Source: an optimization exercise on an open RTL-to-GDS flow (aim: small area and a short achievable clock period). Production flows keep margins and buffers that such runs may drop.
At most, simulation tests tie the RTL to the original design; equivalence was not proved.
The RTL of run 2 was laid out without a check of its function.
Power figures rest on the tool's default switching activity, not on a simulated workload.

==> flow/design.v, too long to show whole: its modules and the start of the top module <==
// module mul_s1: 605 lines
// module mul_s2: 356 lines
// module booth8_enc: 62 lines
// module FLP_multiplier_4: 54 lines
module FLP_multiplier_4(
    input [31:0] A,
    input [31:0] B,
    input rst,
    input clk,
    output [31:0] result
);
  // ...
==> flow/flow/run.sh <==
#!/bin/bash
set -o pipefail
bash standard.sh SYNTH_ARGS=-noabc "BUFFER_PORTS_ARGS=-buffer_cell sky130_fd_sc_hd__buf_2" finish > flow_make.log 2>&1
==> flow/standard.sh <==
#!/bin/bash
# synth_recipe.tcl (not shown) runs the flow's synth.tcl, then flattens the netlist and writes it again
# the make line also repeats each setting of config.mk as NAME=value (left out here)
make -C /OpenROAD-flow-scripts/flow DESIGN_CONFIG=/design/flow/config.mk WORK_HOME=/design/flow/orfs CLKGATE_MAP_FILE= SYNTH_SCRIPT=/design/flow/synth_recipe.tcl "${@:-finish}"
==> flow/config.mk <==
export PLATFORM = sky130hd
export DESIGN_NAME = FLP_multiplier_4
export DESIGN_NICKNAME = FLP_multiplier_4
export VERILOG_FILES = /design/flow/design.v
export SDC_FILE = /design/flow/constraint.sdc
export NUM_CORES = 4
export LEC_CHECK = 0
export CAP_MARGIN = 20
export CORE_MARGIN = 2
export CORE_UTILIZATION = 40
export CTS_BUF_LIST = sky130_fd_sc_hd__clkbuf_4 sky130_fd_sc_hd__clkbuf_8
export SETUP_SLACK_MARGIN = 3.5
export SLEW_MARGIN = 20
==> flow/constraint.sdc <==
create_clock -name core_clock -period 7.0 [get_ports {clk}]
set_input_delay 1.4000 -clock core_clock [delete_from_list [all_inputs] [get_ports {clk}]]
set_output_delay 1.4000 -clock core_clock [all_outputs]
set_load 0.01 [all_outputs]
==> metrics.md, run 1 <==
| Metric | Value |
|---|---|
| Outcome | complete, no violations |
| RSZ-0062 raised after global routing | yes |
| Clock net sink count | 233 |
| Commonest cells in the netlist | dfxtp_1 (233), xnor2_1 (212), inv_1 (209), ha_1 (202), clkbuf_1 (168) |
| Slew @ Worst Pin | 0.667 ns |
| Max VDD drop | 0.000234 V |
| Commonest cells after routing, fill and taps aside | xnor2_1 (209), dfxtp_1 (205), inv_1 (201) |
| Met1 Resource Use GR | 27.3% |
| Net Sw Power | 5400 uW |
| Clock Tree Root | clkbuf_8 |
| Top reg by flops | z2 |
| Top delay family on crit path | adder cells |
| Min-delay src | s1 |
| First-pass GRT wire length | 90.0 mm |
| CTS tree | done |
| Critical Path Sink | z2[25] |
| Hold-fix buffers, CTS | 0 |
| Worst Setup SP | a3_1[16] |
| RR Endpoint | z2[25] |
| CTS clk-pin slew, worst paths | 0.06 ns |
| Post-synth top flop | dfxtp_1 |
| Yosys warnings | 1 |
| Buffers and inverters on the worst path | 0 |
| Number of clock buffers in the layout | 56 |
| Remaining DRCs | 0 |
| CP peak stage delay | 0.63 ns |
| Hold Vio Cnt, Final | 0 |
| CTS H-tree depth | 2 |
| Top flop regs | z2 x71, dg1 x39, a3_1 x25 |
==> module mul_s2, before the edit <==
module mul_s2(
    input  [71:0] z,
    input  cin,
    output hi,
    output [22:0] ml,
    output [22:0] mh,
    output [22:0] m
);
    wire s593 = z[0] ^ z[1];
    wire c594 = z[0] & z[1];
    wire s595 = z[2] ^ z[3];
    wire c596 = z[2] & z[3];
    wire s597 = z[4] ^ z[5];
    wire c598 = z[4] & z[5];
    wire s599 = z[6] ^ z[7];
    wire c600 = z[6] & z[7];
    wire s601 = z[8] ^ z[9];
    wire c602 = z[8] & z[9];
    wire s603 = z[10] ^ z[11];
    wire c604 = z[10] & z[11];
    wire s605 = z[12] ^ z[13];
    wire c606 = z[12] & z[13];
    wire s607 = z[14] ^ z[15];
    wire c608 = z[14] & z[15];
    wire s609 = z[16] ^ z[17];
    wire c610 = z[16] & z[17];
    wire s611 = z[18] ^ z[19];
    wire c612 = z[18] & z[19];
    wire s613 = (z[20] ^ z[21]) ^ 1'b1;
    wire c614 = (z[20] & z[21]) | (1'b1 & (z[20] ^ z[21]));
    wire s615 = c612 ^ s613;
    wire c616 = c612 & s613;
    wire s617 = (z[22] ^ z[23]) ^ c614;
    wire c618 = (z[22] & z[23]) | (c614 & (z[22] ^ z[23]));
    wire s619 = z[24] ^ z[25];
    wire c620 = z[24] & z[25];
    wire s621 = z[26] ^ z[27];
    wire c622 = z[26] & z[27];
    wire s623 = (z[28] ^ z[29]) ^ 1'b1;
    wire c624 = (z[28] & z[29]) | (1'b1 & (z[28] ^ z[29]));
    wire s625 = (z[30] ^ z[31]) ^ 1'b1;
    wire c626 = (z[30] & z[31]) | (1'b1 & (z[30] ^ z[31]));
    wire s627 = (z[32] ^ z[33]) ^ 1'b1;
    wire c628 = (z[32] & z[33]) | (1'b1 & (z[32] ^ z[33]));
    wire s629 = z[34] ^ z[35];
    wire c630 = z[34] & z[35];
    wire s631 = (z[36] ^ z[37]) ^ 1'b1;
    wire c632 = (z[36] & z[37]) | (1'b1 & (z[36] ^ z[37]));
    wire s633 = (z[38] ^ z[39]) ^ 1'b1;
    wire c634 = (z[38] & z[39]) | (1'b1 & (z[38] ^ z[39]));
    wire s635 = z[40] ^ z[41];
    wire c636 = z[40] & z[41];
    wire s637 = (z[42] ^ z[43]) ^ 1'b1;
    wire c638 = (z[42] & z[43]) | (1'b1 & (z[42] ^ z[43]));
    wire s639 = (z[44] ^ z[45]) ^ 1'b1;
    wire c640 = (z[44] & z[45]) | (1'b1 & (z[44] ^ z[45]));
    wire s641 = z[46] ^ z[47];
    wire c642 = z[46] & z[47];
    wire s643 = (z[48] ^ z[49]) ^ 1'b1;
    wire c644 = (z[48] & z[49]) | (1'b1 & (z[48] ^ z[49]));
    wire s645 = (z[50] ^ z[51]) ^ 1'b1;
    wire c646 = (z[50] & z[51]) | (1'b1 & (z[50] ^ z[51]));
    wire s647 = z[52] ^ z[53];
    wire c648 = z[52] & z[53];
    wire s649 = (z[54] ^ z[55]) ^ 1'b1;
    wire c650 = (z[54] & z[55]) | (1'b1 & (z[54] ^ z[55]));
    wire s651 = (z[56] ^ z[57]) ^ 1'b1;
    wire c652 = (z[56] & z[57]) | (1'b1 & (z[56] ^ z[57]));
    wire s653 = z[58] ^ z[59];
    wire c654 = z[58] & z[59];
    wire s655 = (z[60] ^ z[61]) ^ 1'b1;
    wire c656 = (z[60] & z[61]) | (1'b1 & (z[60] ^ z[61]));
    wire s657 = (z[62] ^ z[63]) ^ 1'b1;
    wire c658 = (z[62] & z[63]) | (1'b1 & (z[62] ^ z[63]));
    wire s659 = z[64] ^ z[65];
    wire c660 = z[64] & z[65];
    wire s661 = (z[66] ^ z[67]) ^ 1'b1;
    wire c662 = (z[66] & z[67]) | (1'b1 & (z[66] ^ z[67]));
    wire s663 = (z[68] ^ z[69]) ^ 1'b1;
    wire c664 = (z[68] & z[69]) | (1'b1 & (z[68] ^ z[69]));
    wire s665 = (z[70] ^ z[71]) ^ 1'b1;
    wire c666 = (z[70] & z[71]) | (1'b1 & (z[70] ^ z[71]));
    wire [47:12] x = {c664, c662, c660, s659, c656, c654, s653, c650, c648, s647, c644, c642, s641, c638, c636, s635, c632, c630, s629, c626, c624, c622, c620, s619, c616, s615, c610, c608, c606, c604, c602, c600, c598, c596, c594, cin};
    wire [47:12] y = {s665, s663, s661, c658, s657, s655, c652, s651, s649, c646, s645, s643, c640, s639, s637, c634, s633, s631, c628, s627, s625, s623, s621, c618, s617, 1'b0, s611, s609, s607, s605, s603, s601, s599, s597, s595, s593};
    wire [13:0] lp = x[24:12] + y[24:12];
    wire [13:0] lhi = lp + 14'd1024;
    wire kp = lp[13], khi = lhi[13];
    wire g25_25 = x[25] & y[25];
    wire p25_25 = x[25] ^ y[25];
    wire g26_26 = x[26] & y[26];
    wire p26_26 = x[26] ^ y[26];
    wire g27_27 = x[27] & y[27];
    wire p27_27 = x[27] ^ y[27];
    wire g28_28 = x[28] & y[28];
    wire p28_28 = x[28] ^ y[28];
    wire g29_29 = x[29] & y[29];
    wire p29_29 = x[29] ^ y[29];
    wire g30_30 = x[30] & y[30];
    wire p30_30 = x[30] ^ y[30];
    wire g31_31 = x[31] & y[31];
    wire p31_31 = x[31] ^ y[31];
    wire g32_32 = x[32] & y[32];
    wire p32_32 = x[32] ^ y[32];
    wire g33_33 = x[33] & y[33];
    wire p33_33 = x[33] ^ y[33];
    wire g34_34 = x[34] & y[34];
    wire p34_34 = x[34] ^ y[34];
    wire g35_35 = x[35] & y[35];
    wire p35_35 = x[35] ^ y[35];
    wire g36_36 = x[36] & y[36];
    wire p36_36 = x[36] ^ y[36];
    wire g37_37 = x[37] & y[37];
    wire p37_37 = x[37] ^ y[37];
    wire g38_38 = x[38] & y[38];
    wire p38_38 = x[38] ^ y[38];
    wire g39_39 = x[39] & y[39];
    wire p39_39 = x[39] ^ y[39];
    wire g40_40 = x[40] & y[40];
    wire p40_40 = x[40] ^ y[40];
    wire g41_41 = x[41] & y[41];
    wire p41_41 = x[41] ^ y[41];
    wire g42_42 = x[42] & y[42];
    wire p42_42 = x[42] ^ y[42];
    wire g43_43 = x[43] & y[43];
    wire p43_43 = x[43] ^ y[43];
    wire g44_44 = x[44] & y[44];
    wire p44_44 = x[44] ^ y[44];
    wire g45_45 = x[45] & y[45];
    wire p45_45 = x[45] ^ y[45];
    wire g46_46 = x[46] & y[46];
    wire p46_46 = x[46] ^ y[46];
    wire g47_47 = x[47] & y[47];
    wire p47_47 = x[47] ^ y[47];
    wire G26_25 = g26_26 | (p26_26 & g25_25);
    wire P26_25 = p26_26 & p25_25;
    wire G27_26 = g27_27 | (p27_27 & g26_26);
    wire P27_26 = p27_27 & p26_26;
    wire G28_27 = g28_28 | (p28_28 & g27_27);
    wire P28_27 = p28_28 & p27_27;
    wire G29_28 = g29_29 | (p29_29 & g28_28);
    wire P29_28 = p29_29 & p28_28;
    wire G30_29 = g30_30 | (p30_30 & g29_29);
    wire P30_29 = p30_30 & p29_29;
    wire G31_30 = g31_31 | (p31_31 & g30_30);
    wire P31_30 = p31_31 & p30_30;
    wire G32_31 = g32_32 | (p32_32 & g31_31);
    wire P32_31 = p32_32 & p31_31;
    wire G33_32 = g33_33 | (p33_33 & g32_32);
    wire P33_32 = p33_33 & p32_32;
    wire G34_33 = g34_34 | (p34_34 & g33_33);
    wire P34_33 = p34_34 & p33_33;
    wire G35_34 = g35_35 | (p35_35 & g34_34);
    wire P35_34 = p35_35 & p34_34;
    wire G36_35 = g36_36 | (p36_36 & g35_35);
    wire P36_35 = p36_36 & p35_35;
    wire G37_36 = g37_37 | (p37_37 & g36_36);
    wire P37_36 = p37_37 & p36_36;
    wire G38_37 = g38_38 | (p38_38 & g37_37);
    wire P38_37 = p38_38 & p37_37;
    wire G39_38 = g39_39 | (p39_39 & g38_38);
    wire P39_38 = p39_39 & p38_38;
    wire G40_39 = g40_40 | (p40_40 & g39_39);
    wire P40_39 = p40_40 & p39_39;
    wire G41_40 = g41_41 | (p41_41 & g40_40);
    wire P41_40 = p41_41 & p40_40;
    wire G42_41 = g42_42 | (p42_42 & g41_41);
    wire P42_41 = p42_42 & p41_41;
    wire G43_42 = g43_43 | (p43_43 & g42_42);
    wire P43_42 = p43_43 & p42_42;
    wire G44_43 = g44_44 | (p44_44 & g43_43);
    wire P44_43 = p44_44 & p43_43;
    wire G45_44 = g45_45 | (p45_45 & g44_44);
    wire P45_44 = p45_45 & p44_44;
    wire G46_45 = g46_46 | (p46_46 & g45_45);
    wire P46_45 = p46_46 & p45_45;
    wire G47_46 = g47_47 | (p47_47 & g46_46);
    wire P47_46 = p47_47 & p46_46;
    wire G27_25 = G27_26 | (P27_26 & g25_25);
    wire P27_25 = P27_26 & p25_25;
    wire G28_25 = G28_27 | (P28_27 & G26_25);
    wire P28_25 = P28_27 & P26_25;
    wire G29_26 = G29_28 | (P29_28 & G27_26);
    wire P29_26 = P29_28 & P27_26;
    wire G30_27 = G30_29 | (P30_29 & G28_27);
    wire P30_27 = P30_29 & P28_27;
    wire G31_28 = G31_30 | (P31_30 & G29_28);
    wire P31_28 = P31_30 & P29_28;
    wire G32_29 = G32_31 | (P32_31 & G30_29);
    wire P32_29 = P32_31 & P30_29;
    wire G33_30 = G33_32 | (P33_32 & G31_30);
    wire P33_30 = P33_32 & P31_30;
    wire G34_31 = G34_33 | (P34_33 & G32_31);
    wire P34_31 = P34_33 & P32_31;
    wire G35_32 = G35_34 | (P35_34 & G33_32);
    wire P35_32 = P35_34 & P33_32;
    wire G36_33 = G36_35 | (P36_35 & G34_33);
    wire P36_33 = P36_35 & P34_33;
    wire G37_34 = G37_36 | (P37_36 & G35_34);
    wire P37_34 = P37_36 & P35_34;
    wire G38_35 = G38_37 | (P38_37 & G36_35);
    wire P38_35 = P38_37 & P36_35;
    wire G39_36 = G39_38 | (P39_38 & G37_36);
    wire P39_36 = P39_38 & P37_36;
    wire G40_37 = G40_39 | (P40_39 & G38_37);
    wire P40_37 = P40_39 & P38_37;
    wire G41_38 = G41_40 | (P41_40 & G39_38);
    wire P41_38 = P41_40 & P39_38;
    wire G42_39 = G42_41 | (P42_41 & G40_39);
    wire P42_39 = P42_41 & P40_39;
    wire G43_40 = G43_42 | (P43_42 & G41_40);
    wire P43_40 = P43_42 & P41_40;
    wire G44_41 = G44_43 | (P44_43 & G42_41);
    wire P44_41 = P44_43 & P42_41;
    wire G45_42 = G45_44 | (P45_44 & G43_42);
    wire P45_42 = P45_44 & P43_42;
    wire G46_43 = G46_45 | (P46_45 & G44_43);
    wire P46_43 = P46_45 & P44_43;
    wire G47_44 = G47_46 | (P47_46 & G45_44);
    wire P47_44 = P47_46 & P45_44;
    wire G29_25 = G29_26 | (P29_26 & g25_25);
    wire P29_25 = P29_26 & p25_25;
    wire G30_25 = G30_27 | (P30_27 & G26_25);
    wire P30_25 = P30_27 & P26_25;
    wire G31_25 = G31_28 | (P31_28 & G27_25);
    wire P31_25 = P31_28 & P27_25;
    wire G32_25 = G32_29 | (P32_29 & G28_25);
    wire P32_25 = P32_29 & P28_25;
    wire G33_26 = G33_30 | (P33_30 & G29_26);
    wire P33_26 = P33_30 & P29_26;
    wire G34_27 = G34_31 | (P34_31 & G30_27);
    wire P34_27 = P34_31 & P30_27;
    wire G35_28 = G35_32 | (P35_32 & G31_28);
    wire P35_28 = P35_32 & P31_28;
    wire G36_29 = G36_33 | (P36_33 & G32_29);
    wire P36_29 = P36_33 & P32_29;
    wire G37_30 = G37_34 | (P37_34 & G33_30);
    wire P37_30 = P37_34 & P33_30;
    wire G38_31 = G38_35 | (P38_35 & G34_31);
    wire P38_31 = P38_35 & P34_31;
    wire G39_32 = G39_36 | (P39_36 & G35_32);
    wire P39_32 = P39_36 & P35_32;
    wire G40_33 = G40_37 | (P40_37 & G36_33);
    wire P40_33 = P40_37 & P36_33;
    wire G41_34 = G41_38 | (P41_38 & G37_34);
    wire P41_34 = P41_38 & P37_34;
    wire G42_35 = G42_39 | (P42_39 & G38_35);
    wire P42_35 = P42_39 & P38_35;
    wire G43_36 = G43_40 | (P43_40 & G39_36);
    wire P43_36 = P43_40 & P39_36;
    wire G44_37 = G44_41 | (P44_41 & G40_37);
    wire P44_37 = P44_41 & P40_37;
    wire G45_38 = G45_42 | (P45_42 & G41_38);
    wire P45_38 = P45_42 & P41_38;
    wire G46_39 = G46_43 | (P46_43 & G42_39);
    wire P46_39 = P46_43 & P42_39;
    wire G47_40 = G47_44 | (P47_44 & G43_40);
    wire P47_40 = P47_44 & P43_40;
    wire G33_25 = G33_26 | (P33_26 & g25_25);
    wire P33_25 = P33_26 & p25_25;
    wire G34_25 = G34_27 | (P34_27 & G26_25);
    wire P34_25 = P34_27 & P26_25;
    wire G35_25 = G35_28 | (P35_28 & G27_25);
    wire P35_25 = P35_28 & P27_25;
    wire G36_25 = G36_29 | (P36_29 & G28_25);
    wire P36_25 = P36_29 & P28_25;
    wire G37_25 = G37_30 | (P37_30 & G29_25);
    wire P37_25 = P37_30 & P29_25;
    wire G38_25 = G38_31 | (P38_31 & G30_25);
    wire P38_25 = P38_31 & P30_25;
    wire G39_25 = G39_32 | (P39_32 & G31_25);
    wire P39_25 = P39_32 & P31_25;
    wire G40_25 = G40_33 | (P40_33 & G32_25);
    wire P40_25 = P40_33 & P32_25;
    wire G41_26 = G41_34 | (P41_34 & G33_26);
    wire P41_26 = P41_34 & P33_26;
    wire G42_27 = G42_35 | (P42_35 & G34_27);
    wire P42_27 = P42_35 & P34_27;
    wire G43_28 = G43_36 | (P43_36 & G35_28);
    wire P43_28 = P43_36 & P35_28;
    wire G44_29 = G44_37 | (P44_37 & G36_29);
    wire P44_29 = P44_37 & P36_29;
    wire G45_30 = G45_38 | (P45_38 & G37_30);
    wire P45_30 = P45_38 & P37_30;
    wire G46_31 = G46_39 | (P46_39 & G38_31);
    wire P46_31 = P46_39 & P38_31;
    wire G47_32 = G47_40 | (P47_40 & G39_32);
    wire P47_32 = P47_40 & P39_32;
    wire G41_25 = G41_26 | (P41_26 & g25_25);
    wire P41_25 = P41_26 & p25_25;
    wire G42_25 = G42_27 | (P42_27 & G26_25);
    wire P42_25 = P42_27 & P26_25;
    wire G43_25 = G43_28 | (P43_28 & G27_25);
    wire P43_25 = P43_28 & P27_25;
    wire G44_25 = G44_29 | (P44_29 & G28_25);
    wire P44_25 = P44_29 & P28_25;
    wire G45_25 = G45_30 | (P45_30 & G29_25);
    wire P45_25 = P45_30 & P29_25;
    wire G46_25 = G46_31 | (P46_31 & G30_25);
    wire P46_25 = P46_31 & P30_25;
    wire G47_25 = G47_32 | (P47_32 & G31_25);
    wire P47_25 = P47_32 & P31_25;
    wire [10:0] lz = x[21:12] + y[21:12];
    wire c22 = lz[10];    
    wire [46:22] xp = x[46:22] ^ y[46:22];
    wire [46:22] xo = x[46:22] | y[46:22];
    wire zero = (xp[22] == c22) & (xp[46:23] == xo[45:22]);
    wire plo47 = (p47_47 ^ (G46_25 | (P46_25 & kp)));
    assign hi = plo47 & ~zero;
    assign ml[0] = lp[11];
    assign mh[0] = lhi[12];
    assign ml[1] = lp[12];
    assign mh[1] = (p25_25 ^ khi);
    assign ml[2] = (p25_25 ^ kp);
    assign mh[2] = (p26_26 ^ (g25_25 | (p25_25 & khi)));
    assign ml[3] = (p26_26 ^ (g25_25 | (p25_25 & kp)));
    assign mh[3] = (p27_27 ^ (G26_25 | (P26_25 & khi)));
    assign ml[4] = (p27_27 ^ (G26_25 | (P26_25 & kp)));
    assign mh[4] = (p28_28 ^ (G27_25 | (P27_25 & khi)));
    assign ml[5] = (p28_28 ^ (G27_25 | (P27_25 & kp)));
    assign mh[5] = (p29_29 ^ (G28_25 | (P28_25 & khi)));
    assign ml[6] = (p29_29 ^ (G28_25 | (P28_25 & kp)));
    assign mh[6] = (p30_30 ^ (G29_25 | (P29_25 & khi)));
    assign ml[7] = (p30_30 ^ (G29_25 | (P29_25 & kp)));
    assign mh[7] = (p31_31 ^ (G30_25 | (P30_25 & khi)));
    assign ml[8] = (p31_31 ^ (G30_25 | (P30_25 & kp)));
    assign mh[8] = (p32_32 ^ (G31_25 | (P31_25 & khi)));
    assign ml[9] = (p32_32 ^ (G31_25 | (P31_25 & kp)));
    assign mh[9] = (p33_33 ^ (G32_25 | (P32_25 & khi)));
    assign ml[10] = (p33_33 ^ (G32_25 | (P32_25 & kp)));
    assign mh[10] = (p34_34 ^ (G33_25 | (P33_25 & khi)));
    assign ml[11] = (p34_34 ^ (G33_25 | (P33_25 & kp)));
    assign mh[11] = (p35_35 ^ (G34_25 | (P34_25 & khi)));
    assign ml[12] = (p35_35 ^ (G34_25 | (P34_25 & kp)));
    assign mh[12] = (p36_36 ^ (G35_25 | (P35_25 & khi)));
    assign ml[13] = (p36_36 ^ (G35_25 | (P35_25 & kp)));
    assign mh[13] = (p37_37 ^ (G36_25 | (P36_25 & khi)));
    assign ml[14] = (p37_37 ^ (G36_25 | (P36_25 & kp)));
    assign mh[14] = (p38_38 ^ (G37_25 | (P37_25 & khi)));
    assign ml[15] = (p38_38 ^ (G37_25 | (P37_25 & kp)));
    assign mh[15] = (p39_39 ^ (G38_25 | (P38_25 & khi)));
    assign ml[16] = (p39_39 ^ (G38_25 | (P38_25 & kp)));
    assign mh[16] = (p40_40 ^ (G39_25 | (P39_25 & khi)));
    assign ml[17] = (p40_40 ^ (G39_25 | (P39_25 & kp)));
    assign mh[17] = (p41_41 ^ (G40_25 | (P40_25 & khi)));
    assign ml[18] = (p41_41 ^ (G40_25 | (P40_25 & kp)));
    assign mh[18] = (p42_42 ^ (G41_25 | (P41_25 & khi)));
    assign ml[19] = (p42_42 ^ (G41_25 | (P41_25 & kp)));
    assign mh[19] = (p43_43 ^ (G42_25 | (P42_25 & khi)));
    assign ml[20] = (p43_43 ^ (G42_25 | (P42_25 & kp)));
    assign mh[20] = (p44_44 ^ (G43_25 | (P43_25 & khi)));
    assign ml[21] = (p44_44 ^ (G43_25 | (P43_25 & kp)));
    assign mh[21] = (p45_45 ^ (G44_25 | (P44_25 & khi)));
    assign ml[22] = (p45_45 ^ (G44_25 | (P44_25 & kp)));
    assign mh[22] = (p46_46 ^ (G45_25 | (P45_25 & khi)));
    assign m = hi ? mh : ml;
endmodule
==> module FLP_multiplier_4, before the edit <==
module FLP_multiplier_4(
    input [31:0] A,
    input [31:0] B,
    input rst,
    input clk,
    output [31:0] result
);
    reg [22:0] a1, b1;
    reg s1;
    reg [7:0] e1;
    wire [7:0] e0 = A[30:23] + B[30:23] + 8'd129;    
    always @(posedge clk) begin
        a1 <= A[22:0];
        b1 <= B[22:0];
        e1 <= e0;
        s1 <= A[31] ^ B[31];
    end
    wire [25:0] a3_0 = {2'b01, A[22:0]} + {1'b1, A[22:0], 1'b0};
    reg [25:0] a3_1;
    always @(posedge clk) a3_1 <= a3_0;
    wire [39:0] dg0;
    booth8_enc enc(.b(B[22:0]), .dg(dg0));
    reg [39:0] dg1;
    always @(posedge clk) dg1 <= dg0;
    wire [71:0] z;
    wire zc;
    mul_s1 st1(.a(a1), .a3(a3_1), .dg(dg1), .z(z), .cout(zc));
    reg [71:0] z2;
    reg c2;
    reg [7:0] e2;
    reg sg2;
    always @(posedge clk) begin
        z2 <= z;
        c2 <= zc;
        e2 <= e1;
        sg2 <= s1;
    end
    wire hi;
    wire [22:0] m, ml, mh;
    mul_s2 st2(.z(z2), .cin(c2), .hi(hi), .ml(ml), .mh(mh), .m(m));
    wire [7:0] e2i = e2 + 8'd1;
    reg [22:0] ml3, mh3;
    reg [7:0] e3;
    reg hi3, sg3;
    always @(posedge clk) begin
        ml3 <= ml;
        mh3 <= mh;
        e3 <= e2;
        hi3 <= hi;
        sg3 <= sg2;
    end
    wire [7:0] e3i = e3 + 8'd1;
    assign result = {sg3, hi3 ? e3i : e3, hi3 ? mh3 : ml3};
endmodule
==> run 2: changes to the inputs <==
--- a/flow/design.v
+++ b/flow/design.v
@@ -1,13 +1,13 @@
 module mul_s1(
     input  [22:0] a,
     input  [25:0] a3,
     input  [39:0] dg,
-    output [71:0] z,
+    output [63:0] z,
     output cout
 );
     wire pp1 = ((dg[0] & a[0]) | (dg[2] & a3[0])) ^ dg[4];
     wire pp2 = ((dg[0] & a[1]) | (dg[1] & a[0]) | (dg[2] & a3[1])) ^ dg[4];
     wire pp3 = ((dg[0] & a[2]) | (dg[1] & a[1]) | (dg[2] & a3[2]) | (dg[3] & a[0])) ^ dg[4];
     wire pp4 = ((dg[0] & a[3]) | (dg[1] & a[2]) | (dg[2] & a3[3]) | (dg[3] & a[1])) ^ dg[4];
     wire pp5 = ((dg[0] & a[4]) | (dg[1] & a[3]) | (dg[2] & a3[4]) | (dg[3] & a[2])) ^ dg[4];
     wire pp6 = ((dg[0] & a[5]) | (dg[1] & a[4]) | (dg[2] & a3[5]) | (dg[3] & a[3])) ^ dg[4];
@@ -592,24 +592,24 @@
     wire s585 = (a[20] ^ nn189) ^ pp213;
     wire c586 = (a[20] & nn189) | (pp213 & (a[20] ^ nn189));
     wire s587 = c582 ^ s585;
     wire c588 = c582 & s585;
     wire s589 = (a[21] ^ pp214) ^ c586;
     wire c590 = (a[21] & pp214) | (c586 & (a[21] ^ pp214));
     wire s591 = a[22] ^ pp215;
     wire c592 = a[22] & pp215;
-    wire [11:0] lr0 = {c246, s243, s237, c230, s227, s225, c220, c218, pp28, pp3, pp2, dg[4]};
-    wire [11:0] lr1 = {s251, s245, s239, s233, s229, s223, s221, s219, s217, 1'b0, 1'b0, pp1};
-    wire [12:0] lsum = {1'b0, lr0} + {1'b0, lr1};
-    assign cout = lsum[12];
-    assign z = {c592, nn216, c590, s591, s589, c588, s587, c584, c580, s583, s579, c576, s575, c570, c564, s569, s563, c558, s557, c550, c542, s549, s541, c534, s533, c524, c514, s523, s513, c504, s503, c492, c480, s491, s479, c468, s467, c454, s453, c440, s439, s437, c412, s425, s411, c398, s397, c384, s383, c370, s369, c356, s355, c342, s341, s339, s329, s327, s317, c306, s305, c296, s295, c286, s285, c276, s275, s273, s267, s265, s259, c252};
+    wire [15:0] lr0 = {c276, s273, s265, c252, c246, s243, s237, c230, s227, s225, c220, c218, pp28, pp3, pp2, dg[4]};
+    wire [15:0] lr1 = {s285, s275, s267, s259, s251, s245, s239, s233, s229, s223, s221, s219, s217, 1'b0, 1'b0, pp1};
+    wire [16:0] lsum = {1'b0, lr0} + {1'b0, lr1};
+    assign cout = lsum[16];
+    assign z = {c592, nn216, c590, s591, s589, c588, s587, c584, c580, s583, s579, c576, s575, c570, c564, s569, s563, c558, s557, c550, c542, s549, s541, c534, s533, c524, c514, s523, s513, c504, s503, c492, c480, s491, s479, c468, s467, c454, s453, c440, s439, s437, c412, s425, s411, c398, s397, c384, s383, c370, s369, c356, s355, c342, s341, s339, s329, s327, s317, c306, s305, c296, s295, c286};
 endmodule
 module mul_s2(
-    input  [71:0] z,
+    input  [63:0] z,
     input  cin,
     output hi,
     output [22:0] ml,
     output [22:0] mh,
     output [22:0] m
 );
     wire s593 = z[0] ^ z[1];
     wire c594 = z[0] & z[1];
@@ -618,83 +618,75 @@
     wire s597 = z[4] ^ z[5];
     wire c598 = z[4] & z[5];
     wire s599 = z[6] ^ z[7];
     wire c600 = z[6] & z[7];
     wire s601 = z[8] ^ z[9];
     wire c602 = z[8] & z[9];
     wire s603 = z[10] ^ z[11];
     wire c604 = z[10] & z[11];
-    wire s605 = z[12] ^ z[13];
-    wire c606 = z[12] & z[13];
-    wire s607 = z[14] ^ z[15];
-    wire c608 = z[14] & z[15];
-    wire s609 = z[16] ^ z[17];
-    wire c610 = z[16] & z[17];
-    wire s611 = z[18] ^ z[19];
-    wire c612 = z[18] & z[19];
-    wire s613 = (z[20] ^ z[21]) ^ 1'b1;
-    wire c614 = (z[20] & z[21]) | (1'b1 & (z[20] ^ z[21]));
-    wire s615 = c612 ^ s613;
-    wire c616 = c612 & s613;
-    wire s617 = (z[22] ^ z[23]) ^ c614;
-    wire c618 = (z[22] & z[23]) | (c614 & (z[22] ^ z[23]));
-    wire s619 = z[24] ^ z[25];
-    wire c620 = z[24] & z[25];
+    wire s605 = (z[12] ^ z[13]) ^ 1'b1;
+    wire c606 = (z[12] & z[13]) | (1'b1 & (z[12] ^ z[13]));
+    wire s607 = c604 ^ s605;
+    wire c608 = c604 & s605;
+    wire s609 = (z[14] ^ z[15]) ^ c606;
+    wire c610 = (z[14] & z[15]) | (c606 & (z[14] ^ z[15]));
+    wire s611 = z[16] ^ z[17];
+    wire c612 = z[16] & z[17];
+    wire s613 = z[18] ^ z[19];
+    wire c614 = z[18] & z[19];
+    wire s615 = (z[20] ^ z[21]) ^ 1'b1;
+    wire c616 = (z[20] & z[21]) | (1'b1 & (z[20] ^ z[21]));
+    wire s617 = (z[22] ^ z[23]) ^ 1'b1;
+    wire c618 = (z[22] & z[23]) | (1'b1 & (z[22] ^ z[23]));
+    wire s619 = (z[24] ^ z[25]) ^ 1'b1;
+    wire c620 = (z[24] & z[25]) | (1'b1 & (z[24] ^ z[25]));
     wire s621 = z[26] ^ z[27];
     wire c622 = z[26] & z[27];
     wire s623 = (z[28] ^ z[29]) ^ 1'b1;
     wire c624 = (z[28] & z[29]) | (1'b1 & (z[28] ^ z[29]));
     wire s625 = (z[30] ^ z[31]) ^ 1'b1;
     wire c626 = (z[30] & z[31]) | (1'b1 & (z[30] ^ z[31]));
-    wire s627 = (z[32] ^ z[33]) ^ 1'b1;
-    wire c628 = (z[32] & z[33]) | (1'b1 & (z[32] ^ z[33]));
-    wire s629 = z[34] ^ z[35];
-    wire c630 = z[34] & z[35];
+    wire s627 = z[32] ^ z[33];
+    wire c628 = z[32] & z[33];
+    wire s629 = (z[34] ^ z[35]) ^ 1'b1;
+    wire c630 = (z[34] & z[35]) | (1'b1 & (z[34] ^ z[35]));
     wire s631 = (z[36] ^ z[37]) ^ 1'b1;
     wire c632 = (z[36] & z[37]) | (1'b1 & (z[36] ^ z[37]));
-    wire s633 = (z[38] ^ z[39]) ^ 1'b1;
-    wire c634 = (z[38] & z[39]) | (1'b1 & (z[38] ^ z[39]));
-    wire s635 = z[40] ^ z[41];
-    wire c636 = z[40] & z[41];
+    wire s633 = z[38] ^ z[39];
+    wire c634 = z[38] & z[39];
+    wire s635 = (z[40] ^ z[41]) ^ 1'b1;
+    wire c636 = (z[40] & z[41]) | (1'b1 & (z[40] ^ z[41]));
     wire s637 = (z[42] ^ z[43]) ^ 1'b1;
     wire c638 = (z[42] & z[43]) | (1'b1 & (z[42] ^ z[43]));
-    wire s639 = (z[44] ^ z[45]) ^ 1'b1;
-    wire c640 = (z[44] & z[45]) | (1'b1 & (z[44] ^ z[45]));
-    wire s641 = z[46] ^ z[47];
-    wire c642 = z[46] & z[47];
+    wire s639 = z[44] ^ z[45];
+    wire c640 = z[44] & z[45];
+    wire s641 = (z[46] ^ z[47]) ^ 1'b1;
+    wire c642 = (z[46] & z[47]) | (1'b1 & (z[46] ^ z[47]));
     wire s643 = (z[48] ^ z[49]) ^ 1'b1;
     wire c644 = (z[48] & z[49]) | (1'b1 & (z[48] ^ z[49]));
-    wire s645 = (z[50] ^ z[51]) ^ 1'b1;
-    wire c646 = (z[50] & z[51]) | (1'b1 & (z[50] ^ z[51]));
-    wire s647 = z[52] ^ z[53];
-    wire c648 = z[52] & z[53];
+    wire s645 = z[50] ^ z[51];
+    wire c646 = z[50] & z[51];
+    wire s647 = (z[52] ^ z[53]) ^ 1'b1;
+    wire c648 = (z[52] & z[53]) | (1'b1 & (z[52] ^ z[53]));
     wire s649 = (z[54] ^ z[55]) ^ 1'b1;
     wire c650 = (z[54] & z[55]) | (1'b1 & (z[54] ^ z[55]));
-    wire s651 = (z[56] ^ z[57]) ^ 1'b1;
-    wire c652 = (z[56] & z[57]) | (1'b1 & (z[56] ^ z[57]));
-    wire s653 = z[58] ^ z[59];
-    wire c654 = z[58] & z[59];
+    wire s651 = z[56] ^ z[57];
+    wire c652 = z[56] & z[57];
+    wire s653 = (z[58] ^ z[59]) ^ 1'b1;
+    wire c654 = (z[58] & z[59]) | (1'b1 & (z[58] ^ z[59]));
     wire s655 = (z[60] ^ z[61]) ^ 1'b1;
     wire c656 = (z[60] & z[61]) | (1'b1 & (z[60] ^ z[61]));
     wire s657 = (z[62] ^ z[63]) ^ 1'b1;
     wire c658 = (z[62] & z[63]) | (1'b1 & (z[62] ^ z[63]));
-    wire s659 = z[64] ^ z[65];
-    wire c660 = z[64] & z[65];
-    wire s661 = (z[66] ^ z[67]) ^ 1'b1;
-    wire c662 = (z[66] & z[67]) | (1'b1 & (z[66] ^ z[67]));
-    wire s663 = (z[68] ^ z[69]) ^ 1'b1;
-    wire c664 = (z[68] & z[69]) | (1'b1 & (z[68] ^ z[69]));
-    wire s665 = (z[70] ^ z[71]) ^ 1'b1;
-    wire c666 = (z[70] & z[71]) | (1'b1 & (z[70] ^ z[71]));
-    wire [47:12] x = {c664, c662, c660, s659, c656, c654, s653, c650, c648, s647, c644, c642, s641, c638, c636, s635, c632, c630, s629, c626, c624, c622, c620, s619, c616, s615, c610, c608, c606, c604, c602, c600, c598, c596, c594, cin};
-    wire [47:12] y = {s665, s663, s661, c658, s657, s655, c652, s651, s649, c646, s645, s643, c640, s639, s637, c634, s633, s631, c628, s627, s625, s623, s621, c618, s617, 1'b0, s611, s609, s607, s605, s603, s601, s599, s597, s595, s593};
-    wire [13:0] lp = x[24:12] + y[24:12];
-    wire [13:0] lhi = lp + 14'd1024;
-    wire kp = lp[13], khi = lhi[13];
+    wire [47:16] x = {c656, c654, c652, s651, c648, c646, s645, c642, c640, s639, c636, c634, s633, c630, c628, s627, c624, c622, s621, c618, c616, c614, c612, s611, c608, s607, c602, c600, c598, c596, c594, cin};
+    wire [47:16] y = {s657, s655, s653, c650, s649, s647, c644, s643, s641, c638, s637, s635, c632, s631, s629, c626, s625, s623, c620, s619, s617, s615, s613, c610, s609, 1'b0, s603, s601, s599, s597, s595, s593};
+    wire [9:0] lp = x[24:16] + y[24:16];
+    wire [9:0] lhi = lp + 10'd64;
+    wire kp = lp[9], khi = lhi[9];
     wire g25_25 = x[25] & y[25];
     wire p25_25 = x[25] ^ y[25];
     wire g26_26 = x[26] & y[26];
     wire p26_26 = x[26] ^ y[26];
     wire g27_27 = x[27] & y[27];
     wire p27_27 = x[27] ^ y[27];
     wire g28_28 = x[28] & y[28];
     wire p28_28 = x[28] ^ y[28];
@@ -899,26 +891,26 @@
     wire G44_25 = G44_29 | (P44_29 & G28_25);
     wire P44_25 = P44_29 & P28_25;
     wire G45_25 = G45_30 | (P45_30 & G29_25);
     wire P45_25 = P45_30 & P29_25;
     wire G46_25 = G46_31 | (P46_31 & G30_25);
     wire P46_25 = P46_31 & P30_25;
     wire G47_25 = G47_32 | (P47_32 & G31_25);
     wire P47_25 = P47_32 & P31_25;
-    wire [10:0] lz = x[21:12] + y[21:12];
-    wire c22 = lz[10];    
+    wire [6:0] lz = x[21:16] + y[21:16];
+    wire c22 = lz[6];    
     wire [46:22] xp = x[46:22] ^ y[46:22];
     wire [46:22] xo = x[46:22] | y[46:22];
     wire zero = (xp[22] == c22) & (xp[46:23] == xo[45:22]);
     wire plo47 = (p47_47 ^ (G46_25 | (P46_25 & kp)));
     assign hi = plo47 & ~zero;
-    assign ml[0] = lp[11];
-    assign mh[0] = lhi[12];
-    assign ml[1] = lp[12];
+    assign ml[0] = lp[7];
+    assign mh[0] = lhi[8];
+    assign ml[1] = lp[8];
     assign mh[1] = (p25_25 ^ khi);
     assign ml[2] = (p25_25 ^ kp);
     assign mh[2] = (p26_26 ^ (g25_25 | (p25_25 & khi)));
     assign ml[3] = (p26_26 ^ (g25_25 | (p25_25 & kp)));
     assign mh[3] = (p27_27 ^ (G26_25 | (P26_25 & khi)));
     assign ml[4] = (p27_27 ^ (G26_25 | (P26_25 & kp)));
     assign mh[4] = (p28_28 ^ (G27_25 | (P27_25 & khi)));
     assign ml[5] = (p28_28 ^ (G27_25 | (P27_25 & kp)));
@@ -1040,20 +1032,20 @@
     end
     wire [25:0] a3_0 = {2'b01, A[22:0]} + {1'b1, A[22:0], 1'b0};
     reg [25:0] a3_1;
     always @(posedge clk) a3_1 <= a3_0;
     wire [39:0] dg0;
     booth8_enc enc(.b(B[22:0]), .dg(dg0));
     reg [39:0] dg1;
     always @(posedge clk) dg1 <= dg0;
-    wire [71:0] z;
+    wire [63:0] z;
     wire zc;
     mul_s1 st1(.a(a1), .a3(a3_1), .dg(dg1), .z(z), .cout(zc));
-    reg [71:0] z2;
+    reg [63:0] z2;
     reg c2;
     reg [7:0] e2;
     reg sg2;
     always @(posedge clk) begin
         z2 <= z;
         c2 <= zc;
         e2 <= e1;
         sg2 <= s1;
==> flow/flow/run.sh (replaced) <==
#!/bin/bash
set -o pipefail
bash standard.sh ADDER_MAP_FILE= "BUFFER_PORTS_ARGS=-buffer_cell sky130_fd_sc_hd__buf_2" finish > flow_make.log 2>&1
==> flow/config.mk (replaced) <==
export PLATFORM = sky130hd
export DESIGN_NAME = FLP_multiplier_4
export DESIGN_NICKNAME = FLP_multiplier_4
export VERILOG_FILES = /design/flow/design.v
export SDC_FILE = /design/flow/constraint.sdc
export NUM_CORES = 4
export LEC_CHECK = 0
export CAP_MARGIN = 20
export CORE_MARGIN = 2
export CORE_UTILIZATION = 40
export SETUP_SLACK_MARGIN = 3.5
export SLEW_MARGIN = 20
==> run 2 against run 1 <==
- clock power is 8% higher
- critical path depth is 2 higher
- cell area is 2.0% higher
- fmax is 4.8% higher
- count of clock-buffer cells in the layout is 26 lower
- flip-flop and latch count is 8 lower
- still clean
- largest cell class unchanged
- total power is 2.4% higher
==> metrics.md, run 2 <==
| Metric | Value |
|---|---|
| GRT Max-Usage Layer | met2 (unchanged) |
| F_max | 291 MHz (was 278 MHz) |
| Bufs on Longest Clock Path | 3 (unchanged) |
| Clock Tree Root | clkbuf_16 (was clkbuf_8) |
| Clk_skew | 0.0125 ns (was 0.0323 ns) |
| Leading area contributor after synthesis | xnor2_1 (was dfxtp_1) |
| CTS clk-pin slew, worst paths | 0.06 ns (about the same) |
| Slew @ Worst Pin | 1.10 ns (was 0.667 ns) |
| First-pass detailed-route iteration total | 6 (unchanged) |
| Post-Layout Cell Count | 3253 (was 2811) |
| CTS tree | done (unchanged) |
| Met1 Resource Use GR | 29.1% (was 27.3%) |
| Adder-Cell Fraction of Synth Area | 6.57% (was 28.0%) |
| Min-delay src | e2[6] (was s1) |
| Vias/cell | 6.04 (was 5.79) |
| Initial DRC Count | 2173 (was 1213) |
| Commonest cells in the netlist | xnor2_1 (527), dfxtp_1 (225), nand2_1 (166), nor2_1 (151), a22o_1 (147) (was dfxtp_1 (233), xnor2_1 (212), inv_1 (209), ha_1 (202), clkbuf_1 (168)) |
| Hold-fix buffers, CTS | 0 (unchanged) |
| Commonest cells after routing, fill and taps aside | xnor2_1 (522), dfxtp_1 (208), nand2_1 (166) (was xnor2_1 (209), dfxtp_1 (205), inv_1 (201)) |
| Die ar. | 0.0564 mm2 (was 0.0525 mm2) |
| Syn Area/Cell | 8.40 um2 (was 9.64 um2) |
| Remaining DRCs | 0 (unchanged) |
| Global Route Usage Sum | 23.5% (was 21.4%) |
| Netlist Area Pre-Place | 0.0218 mm2 (was 0.0203 mm2) |
| CP Capture Type | flip-flop (unchanged) |
| I/O Buffers | 96 (unchanged) |
| Wire length per cell | 21.2 um (was 20.5 um) |
| Final nets | 2602 (was 2536) |
| Arrival time worst endpoint | 3.93 ns (was 4.08 ns) |
| RePlAce Congestion | 0.898 (was 0.874) |
| Top-count cell post-synth | xnor2_1 (was dfxtp_1) |
| Synthesis-to-finish area growth | 7.06% (was 13.0%) |
| Die width | 238 um (was 229 um) |
| Setup ws final | 3.56 ns (was 3.40 ns) |
| EDFF count, synth | 0 (unchanged) |
| Largest family of logic cells by synthesized area | XOR/XNOR gates (was adder cells) |
| Core Area | 0.0539 mm2 (was 0.0501 mm2) |
| Share of cells above drive strength 1 | 15.3% (was 18.7%) |
| CTS H-tree depth | 1 (was 2) |
| Starting density of the core | 40.5% (about the same) |
| Syn_nets | 2662 (was 2527) |
| Chip height | 238 um (was 229 um) |
| Top reg by flops | z2 (unchanged) |
| Multiplexer share of the synthesized area | 1.47% (was 1.48%) |
| Cts bufs inserted | 26 (was 40) |
| Yosys cell types | 95 (was 72) |
| Critical path class | flip-flop to flip-flop (unchanged) |
| Compound-cell area share of the yosys netlist | 25.8% (was 21.8%) |
| RSZ-0062 raised after global routing | yes (unchanged) |
| XOR/XNOR Fraction of Synth Area | 27.7% (was 12.3%) |
| Crit start category | flip-flop (unchanged) |
| Power, Total | 12200 uW (was 11900 uW) |
| Total gr overflow | 0 (unchanged) |
| Placed cell count | 3201 (was 2723) |
| Worst-path fanout max | 15 (was 8) |
| Max VDD drop | 0.000239 V (was 0.000234 V) |
| Clock net sink count | 225 (was 233) |
| Flip-flop and latch area | 0.00453 mm2 (was 0.00473 mm2) |
| Simple-Gate Fraction of Synth Area | 10.8% (was 5.57%) |
| Top flop regs | z2 x63, dg1 x39, a3_1 x25 (was z2 x71, dg1 x39, a3_1 x25) |
| Worst hold path type | flip-flop to flip-flop (unchanged) |
| Async S/R FF share, synth | 0% (unchanged) |
| Yosys warnings | 1 (unchanged) |
| Reg2reg start | dg1[19] (was a3_1[16]) |
| Final setup vio count | 0 (unchanged) |
| Largest net degree at the start of global routing | 30 (was 29) |
| Fillcell total | 5350 (was 4786) |
| Initial antenna violation count | 1 (unchanged) |
| Dominant cells by area after synthesis | xnor2_1 (21%), dfxtp_1 (21%), a22o_1 (5.9%) (was dfxtp_1 (23%), fa_1 (16%), ha_1 (12%)) |
| Final period util | 49.1% (was 51.4%) |
| Antenna viol nets, final | 0 (unchanged) |
| Slew margin rel. | 26.6% (was 55.5%) |
| Worst Setup SP | dg1[19] (was a3_1[16]) |
| Hold Vio Cnt, Final | 0 (unchanged) |
| Commonest non-fill, non-tap cell in the layout | xnor2_1 (unchanged) |
| Fraction of synthesized cell area taken by the top area cell type | 21.2% (was 23.0%) |
| Post-DP HPWL | 47.1 mm (was 39.8 mm) |
| WP data required | 7.49 ns (was 7.48 ns) |
| Setup slack at placement | 3.04 ns (was 2.96 ns) |
| MaxCap Viol Count | 0 (unchanged) |
| Post-synth top flop | dfxtp_1 (unchanged) |
| GR Layer Usage met2 | 39.3% (was 35.1%) |
| Row Count | 85 (was 82) |
| Pleak | 0.00826 uW (was 0.00971 uW) |
| Register area share after synthesis | 20.6% (was 23.0%) |
| Clk Latency, worst-skew pair | 0.57 ns (was 0.62 ns) |
| Synthesized flop and latch total | 225 (was 233) |
| I/O pins | 98 (unchanged) |
| First-pass GRT wire length | 106 mm (was 90.0 mm) |
| Post-Synthesis Cells | 2596 (was 2102) |
| Setup TNS | 0 ns (unchanged) |
| Post-Route WL | 69.0 mm (was 57.5 mm) |
| Multi-input logic area | 0.0160 mm2 (was 0.0145 mm2) |
| Pins Over Slew Limit | 0 (unchanged) |
| Outcome | complete, no violations (unchanged) |
| Via Count | 19700 (was 16300) |
| Max reg flops | 63 (was 71) |
| PwrDens | 523 mW/mm2 (was 521 mW/mm2) |
| Vias in the first global route | 18700 (was 16300) |
| Fin crit period | 3.44 ns (was 3.60 ns) |
| GR Layer Usage met3 | 4.39% (was 4.12%) |
## run 2: cell types whose count changed in the layout (fill, tap and decap cells not counted), moves of 45 or more
cell | before | now
nand2_1 | 69 | 166
xor2_1 | 69 | 129
nor2_1 | 66 | 150
inv_1 | 201 | 51
maj3_1 | 0 | 93
fa_1 | 132 | 0
maj3_2 | 0 | 45
o21ai_0 | 34 | 93
xnor2_1 | 209 | 522
ha_1 | 197 | 0
## run 2: where the power goes
| part | internal, uW | leakage, uW | switching, uW |
|---|---|---|---|
| logic | 3720 | 0.00595 | 4690 |
| clock network | 807 | 0.000411 | 603 |
| registers | 1830 | 0.00190 | 564 |
## run 2: cell type report
cell class | instances | share of cell area (%)
clock buffer | 30 | 3.02
tap | 696 | 3.73
multi-input combinational | 2077 | 68.3
sequential | 225 | 19.4
antenna | 1 | 0.0107
inverter | 58 | 0.948
clock inverter | 18 | 0.825
timing repair buffer | 148 | 3.73
## run 2: final timing paths
check / endpoint / cells past startpoint / slack [ns]
worst max-delay path: c2 / 10 / 3.56
worst min-delay path: e3[6] / 0 / 0.33
worst max register to register: c2 / 10 / 3.56
worst min register to register: e3[6] / 0 / 0.33
## run 2: cells by family (layout without fill, tap and decap cells)
group                      Yosys count  after routing
buffers and inverters              294            254
AOI/OAI and AO/OA                  729            729
other                                0              1
adders and majority gates          138            138
and+or+nand+nor                    506            506
xor gates and xnor gates           675            675
muxes                               29             29
DFF                                225            225
## run 2: worst max-delay path, cell delays in order, from the launching register on
cell and delay [ns]:
dfxtp_2 0.68, clkinv_1 0.50, xnor2_1 0.67, xnor2_1 0.18, xnor2_1 0.17, xnor2_1 0.29, nand2_2 0.14, or2_2 0.31
o21bai_1 0.15, a32oi_1 0.08, a32oi_1 0.17
## run 2: per-layer routing
layer  share of wire (%)  wire (um)
met1                  41      28000
met2                  46      31500
met3                 8.4       5790
met4                 5.5       3770
met5                   0          0
## run 2: repair_timing
item                       in CTS  in global routing
gates resized for setup        14                 25
pin swaps                       0                  1
setup endpoints to repair      16                 23
gates cloned                    0                  0
buffers inserted                0                  3
## run 2: per-stage QoR
| stage | cell area [um2] | hold WS, ns | util (%) |
|---|---|---|---|
| 2_1_floorplan | 21900 | 0.310 | - |
| 3_3_place_gp | 22300 | 0.310 | 41.3 |
| 3_5_place_dp | 22300 | 0.312 | 41.3 |
| 4_1_cts | 23200 | 0.327 | 43.0 |
| 5_1_grt | 23400 | 0.333 | 43.3 |
| 6_report | 23400 | 0.325 | 43.3 |

## what the ideal ports hide
No port has a modelled driver above. Below, the same layouts with a new extraction and two added sets of constraints.
Step 1 assumes that a clkbuf_16 drives the clock port and a buf_2 every other input.
Step 2 also shifts input and output timing later by t, the mid clock arrival at the registers, as if the neighbouring blocks saw the same clock.
Three values: ideal, step 1, step 2; two values: the first two.
run | t, ns | setup WS [ns] | worst setup path at the end | pins driven straight from the clock port
run 1 | 0.659 | 3.401 / 3.401 / 3.075 | input to register | 1
run 2 | 0.619 | 3.564 / 3.564 / 3.112 | input to register | 1
After both steps setup and hold are still met in every run listed. For run 2, which loses most, drivers alone change the setup slack by 0.000 ns; drivers and shift together by -0.452 ns.
